Source: an optimization exercise on an open RTL-to-GDS flow (aim: small area). Production flows keep margins and buffers that such runs may drop.
Function was checked by simulation only, so behaviour that the tests miss may differ from the original.
Power is estimated from default activity; no workload was simulated.

== v1 ==
Design CC_HIT_DATA_FIFO, start of the top module:
module CC_HIT_DATA_FIFO
(
    input   wire                clk,
    input   wire                rst_n,
    output  wire                full_o,
    output  wire                afull_o,
    input   wire                wren_i,
    input   wire    [517:0]     wdata_i,
    output  wire                empty_o,
    output  wire                aempty_o,
    input   wire                rden_i,
    output  wire    [517:0]     rdata_o
);
Size in the first run: about 12000 cells after synthesis, roughly 1000 I/O pins, about 150000 µm² of cells after synthesis.
clock: 5.0 ns
lec_check: 0
cap_margin: 10
core_margin: 2
core_utilization: 76
cts_buf_list: sky130_fd_sc_hd__clkbuf_8
cts_cluster_diameter: 60
cts_cluster_size: 16
place_density: 0.86
slew_margin: 10
synth_memory_max_bits: 16384
standard.sh (not shown) runs the stock make flow with config.mk's settings and CLKGATE_MAP_FILE= SYNTH_SCRIPT=/design/flow/synth_recipe.tcl, a recipe that flattens the netlist after the stock synthesis.
==> flow/flow/run.sh <==
#!/bin/bash
# The standard layout, with
# - the read multiplexer of the standard synthesis remapped to a222oi cells
#   (flow/patch_mux.py; registers and everything else untouched);
# - the port buffers made of the smallest buffer (sky130_fd_sc_hd__buf_1)
#   instead of the one buffer_ports picks by default;
# - clock tree synthesis without dummy loads, with clkbuf_8 sink clusters.
set -euo pipefail
R=orfs/results/sky130hd/CC_HIT_DATA_FIFO/base
CTS="-sink_clustering_enable -repair_clock_nets -dont_use_dummy_load"
CTS="$CTS -sink_clustering_size 16 -sink_clustering_max_diameter 60"
CTS="$CTS -buf_list {sky130_fd_sc_hd__clkbuf_8}"
KNOBS=(BUFFER_PORTS_ARGS="-buffer_cell sky130_fd_sc_hd__buf_1" CTS_ARGS="$CTS")

bash standard.sh "${KNOBS[@]}" synth > flow_synth.log 2>&1
cp $R/1_2_yosys.v $R/1_2_yosys_standard.v
python3 flow/patch_mux.py $R/1_2_yosys_standard.v $R/1_2_yosys.v > flow_patch.log 2>&1
rm -f $R/1_synth.odb $R/1_synth.sdc
bash standard.sh "${KNOBS[@]}" finish > flow_finish.log 2>&1
Other scripts of this flow, unchanged in this note and not shown: flow/flow/patch_mux.py
The flow did not stop early for v1: all stages ran, and the layout cleared the timing, design-rule and antenna checks.
Changes in v21 relative to v1:
--- a/flow/config.mk
+++ b/flow/config.mk
@@ -9,3 +9,3 @@
 export CORE_MARGIN = 2
-export CORE_UTILIZATION = 76
+export CORE_UTILIZATION = 70
 export CTS_BUF_LIST = sky130_fd_sc_hd__clkbuf_8
@@ -13,3 +13,3 @@
 export CTS_CLUSTER_SIZE = 16
-export PLACE_DENSITY = 0.86
+export PLACE_DENSITY = 0.8
 export SLEW_MARGIN = 10
Status: cell-internal power parity (v1, v21)
Final critical path time including I/O delays and setup (higher): v1
Compare v1 and v21 | overall fraction of global-route tracks in use lower: v21
Across both runs, wire length the detailed router placed on met1 was higher for v21 than for v1.
As far as synthesized cell count is concerned, v1 and v21 perform about the same.
Modified inputs, v58 compared to v21
--- a/flow/config.mk
+++ b/flow/config.mk
@@ -9,3 +9,3 @@
 export CORE_MARGIN = 2
-export CORE_UTILIZATION = 70
+export CORE_UTILIZATION = 82
 export CTS_BUF_LIST = sky130_fd_sc_hd__clkbuf_8
@@ -13,3 +13,3 @@
 export CTS_CLUSTER_SIZE = 16
-export PLACE_DENSITY = 0.8
+export PLACE_DENSITY = 0.9
 export SLEW_MARGIN = 10
==> comparison <==
v58 has cell count after placement below what v21 had. Final-layout worst hold slack ended up 0.037 ns higher on v58 than on v21. Per the comparison of v58 with v21, initial antenna violation count up about 5%, total power flat, routed wire length down 0.41%.
The following lists how v10 was set up differently from v58:
--- a/flow/flow/run.sh
+++ b/flow/flow/run.sh
@@ -10,3 +10,3 @@
 CTS="-sink_clustering_enable -repair_clock_nets -dont_use_dummy_load"
-CTS="$CTS -sink_clustering_size 16 -sink_clustering_max_diameter 60"
+CTS="$CTS -sink_clustering_size 18 -sink_clustering_max_diameter 60"
 CTS="$CTS -buf_list {sky130_fd_sc_hd__clkbuf_8}"
--- a/flow/config.mk
+++ b/flow/config.mk
@@ -9,7 +9,7 @@
 export CORE_MARGIN = 2
-export CORE_UTILIZATION = 82
+export CORE_UTILIZATION = 76
 export CTS_BUF_LIST = sky130_fd_sc_hd__clkbuf_8
 export CTS_CLUSTER_DIAMETER = 60
-export CTS_CLUSTER_SIZE = 16
-export PLACE_DENSITY = 0.9
+export CTS_CLUSTER_SIZE = 18
+export PLACE_DENSITY = 0.86
 export SLEW_MARGIN = 10
### Flow results
The lower global-route met3 utilization of v58 and v10 is in v10.
v10 vs. v58: detailed router's first-iteration violation count went down by 4731.
Clock-cell share of area, v58 and v10: smaller value in v10
Compared with v58, v10 shows a higher number of tap cells inserted.
Diff v10..v58 | area of the multi-input gates | negligible
When the final numbers for v58 and v10 were put side by side, the post-route total power turned out to be greater in v58.
The run showing the smaller clock skew after layout is v58.
Per-cell routed wire length came out lower on v10 than on v58.
Count of plain and timing-repair buffers in the layout: v10 > v58
Compare v58 and v10 | via count lower: v10
## Diff of input files: v15 against v10
--- a/flow/config.mk
+++ b/flow/config.mk
@@ -9,3 +9,3 @@
 export CORE_MARGIN = 2
-export CORE_UTILIZATION = 76
+export CORE_UTILIZATION = 70
 export CTS_BUF_LIST = sky130_fd_sc_hd__clkbuf_8
@@ -13,3 +13,3 @@
 export CTS_CLUSTER_SIZE = 18
-export PLACE_DENSITY = 0.86
+export PLACE_DENSITY = 0.8
 export SLEW_MARGIN = 10
Findings:
Compared with v10, in v15 placement-stage worst setup slack lost 0.016 ns, instance area after placement higher, final cell count without fillers grew by 214, overall routed net length grew by 0.91%.
v15 went all the way through the flow, and no timing, DRC or antenna check failed.

static timing again, ports no longer ideal:
How much do the figures lean on ideal ports? The routed layouts below were timed once more, with nothing changed but the port constraints.
Step 1: set_driving_cell puts a clkbuf_16 on clk and a buf_2 on each other input, an assumption about the parent block.
Step 2 times the ports against the registers' clock, not the clock port: input delays grow and output delays shrink by t, the midpoint of the rising clock arrivals with the driver on.
Three values: ideal ports, drivers, drivers and shift; two values: the first two.
| run | t, ns | setup WS [ns] | hold WS [ns] | cell pins on the clock port's net |
|---|---|---|---|---|
| v1 | 1.210 | 0.162 / 0.067 / 0.801 | 0.282 / 0.218 / 0.474 | 1 |
| v21 | 1.185 | 0.220 / 0.123 / 0.974 | 0.247 / 0.222 / 0.475 | 1 |
| v58 | 1.214 | 0.263 / 0.164 / 0.834 | 0.284 / 0.222 / 0.465 | 1 |
| v10 | 1.207 | 0.063 / -0.036 / 0.569 | 0.290 / 0.215 / 0.471 | 1 |
| v15 | 1.190 | 0.133 / 0.038 / 0.888 | 0.256 / 0.230 / 0.478 | 1 |
After both steps setup and hold are still met in every run listed.
